What follows belongs to an exercise in optimizing a design on an open flow for small area; a production flow would make more cautious choices.
In this exercise RTL edits were held to simulation tests only and were not proved equivalent to the original.

==> design.v <==
`timescale 1ns / 1ps
module AES_Composite_enc(Kin, Din, Dout, Krdy, Drdy, Kvld, Dvld, EN, BSY, CLK, RSTn, cc_out);
   input  [127:0] Kin;   
   input  [127:0] Din;   
   output [127:0] Dout;  
   input          Krdy;  
   input          Drdy;  
   output         Kvld;  
   output         Dvld;  
   input          EN;    
   output         BSY;   
   input          CLK;   
   input          RSTn;  
   output reg [31:0] cc_out;
   wire rst = ~RSTn;
   reg [127:0] dat, key, rkey;
   reg [111:0] sh;           
   reg         Dvld, Kvld, BSY, sel;
   reg [7:0]   i;            
   reg [6:0]   p;            
   reg         sv;           
   reg [6:0]   sq;           
   reg [7:0]   rcon;
   reg         m;
   reg [1:0]   n;
   reg [2:0]   k;
   reg [3:0]   l;
   reg         on;
   reg [3:0]   j;
   reg [31:0]  R;
   wire p0  = (p == 7'd0);
   wire p8  = (p == 7'd8);
   wire p72 = (p == 7'd72);
   wire p79 = (p == 7'd79);
   wire [6:0] pinc = p79 ? 7'd0 : p + 7'd1;
   wire st0 = sv & (sq == 7'd0);            
   wire idle = (m == 1'b0) && (n == 2'd0) && (k == 3'd0) && (l == 4'd0);
   wire h = on & idle;
   wire ev = p8 | (p72 & ~st0);
   wire act = ~p0 | sel;                    
   wire i7 = i[7];
   reg  [15:0] a;
   always @(*) begin
      case (1'b1)
        i[0]: a = dat[127:112];
        i[1]: a = dat[111:96];
        i[2]: a = dat[95:80];
        i[3]: a = dat[79:64];
        i[4]: a = dat[63:48];
        i[5]: a = dat[47:32];
        i[6]: a = dat[31:16];
        default: a = dat[15:0];
      endcase
   end
   wire [15:0] sb;
   masoleh sbd (a, sb);
   wire [127:0] rkey_next;
   KeyExpantion keyexpantion (.kin(rkey), .kout(rkey_next), .rcon(rcon));
   wire [127:0] sub = {sh, sb};
   wire [127:0] rs = {sub[127:120], sub[87:80],  sub[47:40],  sub[7:0],
                      sub[95:88],   sub[55:48],  sub[15:8],   sub[103:96],
                      sub[63:56],   sub[23:16],  sub[111:104],sub[71:64],
                      sub[31:24],   sub[119:112],sub[79:72],  sub[39:32]};
   wire [127:0] mc;
   MixColumns mc0 (rs[127:96], mc[127:96]);
   MixColumns mc1 (rs[95:64],  mc[95:64]);
   MixColumns mc2 (rs[63:32],  mc[63:32]);
   MixColumns mc3 (rs[31:0],   mc[31:0]);
   wire [127:0] dat_next = (sel ? rs : mc) ^ rkey_next;
   assign Dout = dat;
   always @(posedge CLK) begin
      if (EN) begin
         if (Drdy) dat <= Din ^ Kin;
         else if (i7 && act) dat <= dat_next;
      end
   end
   always @(posedge CLK) begin
      if (EN && !Drdy && !i7 && !p0 && (|i[6:0])) sh <= {sh[95:0], sb};
   end
   wire [127:0] kd = Krdy ? Kin : key;
   always @(posedge CLK or posedge rst) begin
      if (rst) key <= 128'h0;
      else if (EN) key <= kd;
   end
   always @(posedge CLK) begin
      if (EN) begin
         if (Krdy || (p0 && !on)) rkey <= kd;
         else if (i7 && act) rkey <= rkey_next;
      end
   end
   always @(posedge CLK or posedge rst) begin
      if (rst) begin
         Dvld <= 1'b0; Kvld <= 1'b0; BSY <= 1'b0; sel <= 1'b0;
      end else if (EN) begin
         Dvld <= sel;
         Kvld <= Krdy;
         BSY  <= Drdy | ~p0 | sel;
         sel  <= p79;
      end
   end
   always @(posedge CLK or posedge rst) begin
      if (rst) i <= 8'd0;
      else if (EN) begin
         if (i7 || Drdy) i <= 8'd1;
         else if (!p0) i <= {i[6:0], i[7]};
      end
   end
   always @(posedge CLK or posedge rst) begin
      if (rst) rcon <= 8'h01;
      else if (EN) begin
         if (Drdy) rcon <= 8'h01;
         else if (i7 && !p0) rcon <= {rcon[6:0], 1'b0} ^ (rcon[7] ? 8'h1b : 8'h00);
      end
   end
   wire trig = EN & ~st0 & (p8 | p72);
   wire [3:0] d = 4'b0001 << cc_out[1:0];
   always @(posedge CLK or posedge rst) begin
      if (rst) begin
         m <= 1'b0; n <= 2'd0; k <= 3'd0; l <= 4'd0;
      end else begin
         m <= ~m & trig & d[0];
         if (n != 2'd0) n <= {1'b0, n[1]};
         else n <= {trig & d[1], 1'b0};
         if (k != 3'd0) k <= {1'b0, k[2:1]};
         else k <= {trig & d[2], 2'b0};
         if (l != 4'd0) l <= {1'b0, l[3:1]};
         else l <= {trig & d[2], 3'b0};
      end
   end
   always @(posedge CLK or posedge rst) begin
      if (rst) on <= 1'b0;
      else if (ev) on <= 1'b1;
      else if (idle) on <= 1'b0;
   end
   always @(posedge CLK or posedge rst) begin
      if (rst) begin
         p <= 7'd0; sv <= 1'b1; sq <= 7'd0;
      end else if (EN) begin
         if (Drdy) begin
            p <= pinc; sv <= 1'b0;
         end else if (ev || h) begin
            if (!sv) begin
               sv <= 1'b1; sq <= pinc; p <= 7'd0;
            end else if (idle) begin
               p <= sq; sv <= 1'b0;
            end
         end else if (!p0) p <= pinc;
      end
   end
   always @(posedge CLK or posedge rst) begin
      if (rst) j <= 4'd0;
      else if (sel) j <= 4'd0;
      else if (i7) j <= j + 4'd1;
   end
   always @(posedge CLK or posedge rst) begin
      if (rst) R <= 32'hffffffff;
      else R <= cc_out;
   end
   wire g = ((p <= 7'd8) || (j == 4'd9)) && BSY;
   wire [1:0] s = sb[1:0];
   wire [31:0] ca = (s == 2'd0) ? {R[30:0], 1'b0} : {R[29:0], 2'b0};
   wire [31:0] cb = (s == 2'd1) ? 32'd0 : (s == 2'd3) ? {R[30:0], 1'b0} : R;
   wire [31:0] csum = ca + cb + 32'd1;
   always @(*) begin
      if (g && !rst) cc_out = R[0] ? csum : {1'b0, R[31:1]};
      else cc_out = R;
   end
endmodule
module MixColumns(x, y);
   input  [31:0] x;
   output [31:0] y;
   wire [7:0] a0 = x[31:24], a1 = x[23:16], a2 = x[15:8], a3 = x[7:0];
   wire [7:0] s01 = a0 ^ a1, s12 = a1 ^ a2, s23 = a2 ^ a3, s30 = a3 ^ a0;
   assign y[31:24] = xtime(s01) ^ a1 ^ s23;
   assign y[23:16] = xtime(s12) ^ a2 ^ s30;
   assign y[15: 8] = xtime(s23) ^ a3 ^ s01;
   assign y[ 7: 0] = xtime(s30) ^ a0 ^ s12;
   function [7:0] xtime;
      input [7:0] v;
      xtime = {v[6:0], 1'b0} ^ (v[7] ? 8'h1b : 8'h00);
   endfunction
endmodule
module KeyExpantion (kin, kout, rcon);
   input  [127:0] kin;
   output [127:0] kout;
   input  [7:0]   rcon;
   wire [31:0] ws, wr, w0, w1, w2, w3;
   wire [15:0] ws1, ws2;
   masoleh max1({kin[23:16], kin[15:8]}, ws1);
   masoleh max2({kin[7:0], kin[31:24]}, ws2);
   assign ws = {ws1, ws2};
   assign wr = {(ws[31:24] ^ rcon), ws[23:0]};
   assign w0 = wr ^ kin[127:96];
   assign w1 = w0 ^ kin[95:64];
   assign w2 = w1 ^ kin[63:32];
   assign w3 = w2 ^ kin[31:0];
   assign kout = {w0, w1, w2, w3};
endmodule
module masoleh(x,y);  
input [15:0] x;
output [15:0] y;
wire [7:0] byte_in1, byte_in2;
wire [7:0] byte_out1, byte_out2;
assign byte_in1 = x[15:8];
assign byte_in2 = x[7:0];
Newlight_sbox cm1(byte_in1, byte_out1);
Newlight_sbox cm2(byte_in2, byte_out2);
assign y = {byte_out1, byte_out2};
endmodule
module Newlight_sbox( input [7:0] g,
                      output [7:0] s
    );
wire y1,y2,y3,y4,y5,y6,y7,y8,y9,y10,y11,y12,y13,y14,y15,y16,y17,y18;
wire l1,l2,l3,l4;
wire x1,x2,x3,x4;
wire r1,r2,r3,r4,r5,r6,r7,r8,r9,r10,r11,r12;
In_tf m1 (.g(g),.a0(y1),.a1(y2),.a2(y3),.a3(y4),.b0(y5),.b1(y6),.b2(y7),.b3(y8),
          .a01(y9),.a02(y10),.a13(y11),.a23(y12),.ap(y13),.b01(y14),.b02(y15),.b13(y16),.b23(y17),.bp(y18)   );
expo_comp m2 (.a0(y1) ,.a1(y2),.a2(y3),.a3(y4),.b0(y5),.b1(y6),.b2(y7),.b3(y8),
           .a01(y9),.a02(y10),.a13(y11),.a23(y12),.ap(y13),.b01(y14),.b02(y15),.b13(y16),.b23(y17),.bp(y18),.d0(l1),.d1(l2),.d2(l3),.d3(l4));
Inv_4 m3 (   .d0(l1),.d1(l2),.d2(l3),.d3(l4),.e0(x1),.e1(x2),.e2(x3),.e3(x4)  );
mul_out m4 ( .e0(x1),.e1(x2),.e2(x3),.e3(x4),.a0(y1),.a1(y2),.a2(y3),.a3(y4),.b0(y5),.b1(y6),.b2(y7),.b3(y8),
             .a01(y9),.a02(y10),.a13(y11),.a23(y12),.ap(y13),.b01(y14),.b02(y15),.b13(y16),.b23(y17),.bp(y18),
             .w0(r1),.w1(r2),.w2(r3),.w3(r4),.w4(r5),.w5(r6),.z0(r7),.z1(r8),.z2(r9),.z3(r10),.z4(r11),.z5(r12) );
out_tf m5 (  .w0(r1),.w1(r2),.w2(r3),.w3(r4),.w4(r5),.w5(r6),.z0(r7),.z1(r8),.z2(r9),.z3(r10),.z4(r11),.z5(r12),.s(s));            
endmodule
module In_tf(input [7:0] g,
             output a0,a1,a2,a3,b0,b1,b2,b3,
             output a01,a02,a13,a23,ap,b01,b02,b13,b23,bp
             );
             wire t0,t1;
assign a0 = b3^g[4];
assign a1 = a13^a3;
assign a2 = b3^g[7];
assign a3 = b3^g[1];
assign b0 = g[0];
assign b1 = b01^g[0];
assign b2 = b0^b02;
assign b3 = b23^b2;
assign a01 = a23^ap;
assign a02 = g[7]^g[4];
assign a13 = g[7]^g[2];
assign a23 = g[7]^g[1];
assign ap = g[4]^g[2];
assign b01 = t0^a01;
assign b02 = t1^g[6];
assign b13 = b02^bp;
assign b23 = t1^g[5];
assign bp = b23^b01;
assign t0 = g[3]^g[2];
assign t1 = t0^g[1]; 
endmodule
module expo_comp( input a0,a1,a2,a3,b0,b1,b2,b3,a01,a02,a13,a23,ap,b01,b02,b13,b23,bp,
                  output d0,d1,d2,d3  );
assign d0 = ~(a01&b01)^(~(a02&b02))^(~(a0&b0))^(~(a13|b13));
assign d1 = ~(a01&b01)^(~(a02|b02))^(~(a1&b1))^(~(ap&bp));
assign d2 = ~(a2|b2)^(~(a13&b13))^(~(a23&b23))^(~(a02&b02));
assign d3 = ~(a3&b3)^(~(ap&bp))^(~(a23|b23))^(~(a02&b02));                 
endmodule
module Inv_4( input d0,d1,d2,d3,
              output e0,e1,e2,e3 );
   assign e0 = d3&(d0^d1) | d2&((~d0)|d3);
   assign e1 = (~d2)&d3&(d0^~d1) | d2&(d1|(~d3));           
   assign e2 = d1&(d2^d3) | d0&((~d2)|d1);   
   assign e3 = (~d0)&d1&(d2^~d3) | d0&(d3 | (~d1));       
endmodule
module mul_out( input a0,a1,a2,a3,b0,b1,b2,b3,a01,a02,a13,a23,ap,b01,b02,b13,b23,bp,
                      e0,e1,e2,e3,
                output w0,w1,w2,w3,w4,w5,
                output z0,z1,z2,z3,z4,z5      
    );
  wire e02,e13;
assign  e02 = e0^e2;
assign  e13 = e1^e3;
assign w0 = ~(b1&e0)^(~(b01&e1)); 
assign w1 = ~(b0&e1)^(~(b01&e0));
assign w2 = ~(b3&e2)^(~(b23&e3));
assign w3 = ~(b2&e3)^(~(b23&e2));
assign w4 = ~(b13&e13)^(~(b02&e02));
assign w5 = ~(bp&e13)^(~(b13&e02));
assign z0 = ~(a1&e0)^(~(a01&e1));
assign z1 = ~(a0&e1)^(~(a01&e0));
assign z2 = ~(a3&e2)^(~(a23&e3));
assign z3 = ~(a2&e3)^(~(a23&e2));
assign z4 = ~(a13&e13)^(~(a02&e02));
assign z5 = ~(ap&e13)^(~(a13&e02));   
endmodule
module out_tf( input w0,w1,w2,w3,w4,w5,
               input z0,z1,z2,z3,z4,z5,
               output [7:0] s
                                         );
 wire t2,t3,t4,t5,t6;                                        
 assign t2 = w3^z1^z5;                                        
 assign t3 = w0^w2;
 assign t4 = w3^w5;
 assign t5 = w0^w4;  
 assign t6 = t5^z2;
 assign s[7] = t2^w5;
 assign s[6] = t4^~s[4];
 assign s[5] = t6^~z4;
 assign s[4] = t2^w1;
 assign s[3] = t3^s[4];
 assign s[2] = t6^z0^s[7];
 assign s[1] = t5^t4^s[0];
 assign s[0] = ~(t3^z3^z5);
endmodule
==> run.sh <==
#!/bin/bash
# synth_recipe.tcl (not shown) runs the flow's synth.tcl, then flattens the netlist and writes it again
# the make line also repeats each setting of config.mk as NAME=value (left out here)
make -C /OpenROAD-flow-scripts/flow DESIGN_CONFIG=/design/flow/config.mk WORK_HOME=/design/flow/orfs CLKGATE_MAP_FILE= SYNTH_SCRIPT=/design/flow/synth_recipe.tcl finish
==> config.mk <==
export PLATFORM = sky130hd
export DESIGN_NAME = AES_Composite_enc
export DESIGN_NICKNAME = AES_Composite_enc
export VERILOG_FILES = /design/flow/design.v
export SDC_FILE = /design/flow/constraint.sdc
export NUM_CORES = 4
export LEC_CHECK = 0
export CAP_MARGIN = 20
export CORE_MARGIN = 2
export CORE_UTILIZATION = 40
export SLEW_MARGIN = 20
==> constraint.sdc <==
create_clock -name core_clock -period 14.0 [get_ports {CLK}]
set_input_delay 2.8000 -clock core_clock [delete_from_list [all_inputs] [get_ports {CLK}]]
set_output_delay 2.8000 -clock core_clock [all_outputs]
set_load 0.01 [all_outputs]
==> results.toml <==
[placed_design]
gp_congestion = 1.014
dpl-instance-area_um2 = 49610
dpl_worst_slack_ps = -232.2
dp.final_hpwl_um = 141500
port-buffer-count = 423

[route]
drtIter0Drc = 4201
routed_wl_um = 177900
drt_pass1_iterations = 7
vias = 35420
drc_errors = 0
vias_per_cell = 5.686
wl_per_cell_um = 28.56
antenna_left = 0

[clock_network]
cts_buffer_depth = 3
cts_tree = "yes"
numCtsBuffers = 72
cts-root-buf = "clkbuf_16"
clk_pin_slew_worst_paths_ps = 60
holdBufCountCts = 0
cts.sinks = 578
htreeDepth = 3
clk_latency_ps = 700

[timing]
period_needed_ps = 13610
max_slew_margin = 0.1888
finalClockSkew_ps = 49.00
slew_viol_final = 0
setup-violations-final = 0
fin_crit_sh = 0.9724
hold_viol_final = 0
finalWorstSetupSlack_ps = 386.4
max_slew.worst_pin.slew_ps = 1204
timing.fmax_ghz = 0.07346

[global_route]
grt_busiest_layer = "met2"
gr-total-overflow = 0
grt_max_degree = 124
use_met3 = 0.08111
grt_pass1_wl_um = 248600
antenna_found_initial = 7
met2_usage = 0.4633
grt_util_met1 = 0.4301
grt.total_usage = 0.3125
grt_pass1_vias = 33440

[setup_path]
path_max_fanout = 31
critPathMaxStageDelay_ps = 470
setup.worst_path.end_class = "output port"
worstSetupStartpoint = "i[1]"
cp-start-kind = "flop"
worstPathArrival_ps = 10810
criticalPathCategory = "reg -> out"
critPathSlowestCell = "dfrtp_2"
crit_top_cell = "a21oi_2"
worst_ep_required_time_ps = 11200
regToRegStartpoint = "i[5]"

[yosys]
ys_ff_latch = 578
syn_area_um2 = 43330
synth_ff_type = "edfxtp_1"
synth_edf_count = 368
avgSynthCellArea_um2 = 10.04
yosys_warnings = 2
synth_nets = 4640
ys_types = 109
syn_inst = 4317
synth_async_sr_flop_share = 0.3633
synth_seq_area_share = 0.3773

[die]
start_util = 0.4042
dieWidth_um = 333.1
die_y_um = 333.1
rows = 120
dieArea_um2 = 111000
num_io_pins = 424
coreArea_um2 = 107200

[finish]
nets = 5087
multiInputGateArea_um2 = 26260
fill_cells = 10010
area_growth_pct = 21.95
final-seq-area_um2 = 16360
drive_above_1_share = 0.1372
stdcell_area_um2 = 52840

[run_status]
status = "complete, no violations"

[hold_path]
hp-start = "l[2]"
hp-class = "reg -> reg"

[run]
drv_cap = 0
==> per-stage QoR <==
stage / util / TNS [ps] / instances / hold WS (ps)
4_1_cts: 0.4884 / 0 / 6207 / 377.2
6_report: 0.4929 / 0 / 6229 / 376.4
5_1_grt: 0.4929 / -61.98 / 6227 / 381.3
3_5_place_dp: 0.4628 / -281.9 / 6059 / 367.4
3_3_place_gp: 0.4627 / -167.0 / 6058 / 359.0
2_1_floorplan: - / 0 / 4317 / 412.6
==> critical path: cells and delay by family, from the launching register on <==
kind	cells	cell delay (ps)
fa+ha+maj	4	1020
xor+xnor	6	1550
buf+inv	9	1520
mux	2	210
compound gates	20	3720
simple gates	7	1660
flops	1	470
==> metal layers <==
layer | vias up | wire length [µm]
met5 | - | 7
met4 | 2 | 8679
met3 | 237 | 17320
met2 | 1602 | 76240
met1 | 17520 | 75640
li1 | 16060 | -
==> synth_stat cells (9+ instances only) <==
master | number | area share
a211oi_1 | 94 | 0.016
a21o_1 | 27 | 0.0047
a21oi_1 | 224 | 0.026
a221oi_1 | 9 | 0.0018
a22o_1 | 14 | 0.0028
a22oi_1 | 17 | 0.0029
a31oi_1 | 18 | 0.0026
and2_1 | 14 | 0.0020
buf_1 | 21 | 0.0018
buf_2 | 19 | 0.0022
clkbuf_1 | 187 | 0.016
dfrtp_1 | 176 | 0.10
dfstp_2 | 34 | 0.021
edfxtp_1 | 368 | 0.26
ha_1 | 61 | 0.018
inv_1 | 58 | 0.0050
mux2_2 | 177 | 0.046
mux2i_1 | 170 | 0.039
nand2_1 | 403 | 0.035
nand2b_1 | 27 | 0.0039
nand3_1 | 38 | 0.0044
nand4_1 | 17 | 0.0025
nor2_1 | 242 | 0.021
nor2b_1 | 86 | 0.012
nor3_1 | 41 | 0.0047
nor4_1 | 13 | 0.0019
o211ai_1 | 19 | 0.0033
o21a_1 | 12 | 0.0021
o21ai_0 | 284 | 0.033
o21ai_1 | 36 | 0.0042
o21bai_1 | 12 | 0.0021
o221ai_1 | 13 | 0.0026
o22ai_1 | 12 | 0.0017
o31ai_1 | 12 | 0.0021
or3_1 | 11 | 0.0016
xnor2_1 | 774 | 0.16
xnor3_1 | 40 | 0.021
xor2_1 | 350 | 0.071
==> cell type report <==
class,instances,area share
well taps,1403,0.03322
clock buffers,95,0.03807
repair buffers,609,0.1084
multi-input cells,3441,0.4969
flip-flops and latches,578,0.3095
diodes,2,0.00009471
inverters,62,0.004475
clock inverters,39,0.009329
==> sequential cells by signal (all words and copies together) (netlist names), 2 cells and up <==
| register | count |
|---|---|
| sh | 112 |
| k | 3 |
| rkey | 128 |
| n | 2 |
| p | 7 |
| dat | 128 |
| j | 4 |
| i | 8 |
| sq | 7 |
| l | 4 |
| rcon | 8 |
| R | 32 |
| key | 128 |
==> layout by cell type (no fill, tap or decap), types with 90 or more instances in the layout <==
cell,synthesis,routed
xnor2_1,774,763
nand2_1,403,402
a21oi_1,224,218
o21ai_0,284,277
edfxtp_1,368,368
clkdlybuf4s50_1,0,417
mux2_2,177,177
nor2_1,242,239
xor2_1,350,348
dfrtp_1,176,172
buf_4,5,175
a211oi_1,94,90
mux2i_1,170,169
==> worst paths after layout <==
check | end | slack [ps] | cells past startpoint
setup / recovery | cc_out[28] | 390 | 48
hold / removal | l[1] | 380 | 0
setup reg to reg | dat[80] | 3860 | 29
hold reg to reg | l[1] | 380 | 0
max in group asynchronous | rcon[1] | 10120 | 3
min in group asynchronous | key[33] | 2080 | 1
==> kinds of logic (layout without fill, tap and decap cells) <==
logic type,Yosys count,count (layout),synth area share
buf+inv,298,805,0.02749
other cells,0,2,0
simple gates,939,939,0.09786
xor+xnor,1191,1191,0.2614
fa+ha+maj,62,62,0.01808
compound gates,902,902,0.1326
flops,578,578,0.3773
mux,347,347,0.08527
==> what timing repair did <==
action,CTS,global route
gates cloned,0,0
pin swaps,18,38
endpoints found under the setup margin,7,7
buffers inserted,14,20
resized for setup,35,66

-- what the ideal ports hide --
No port has a modelled driver above. Below, the same layout with a new extraction and two added sets of constraints.
Step 1, drivers: a clkbuf_16 drives CLK and a buf_2 each remaining input, both assumed.
Step 2 times the ports against the registers' clock, not the clock port: input delays grow and output delays shrink by t, the midpoint of the rising clock arrivals with the driver on.
Three values: ideal ports, drivers, drivers and shift; two values: the first two.
t, ns: 0.745
setup WS [ns]: 0.386 / 0.316 / 1.061
hold slack, ns: 0.376 / 0.376 / 0.376
After both steps this run still meets setup and hold. For this run, drivers alone change the setup slack by -0.070 ns; drivers and shift together by +0.675 ns.
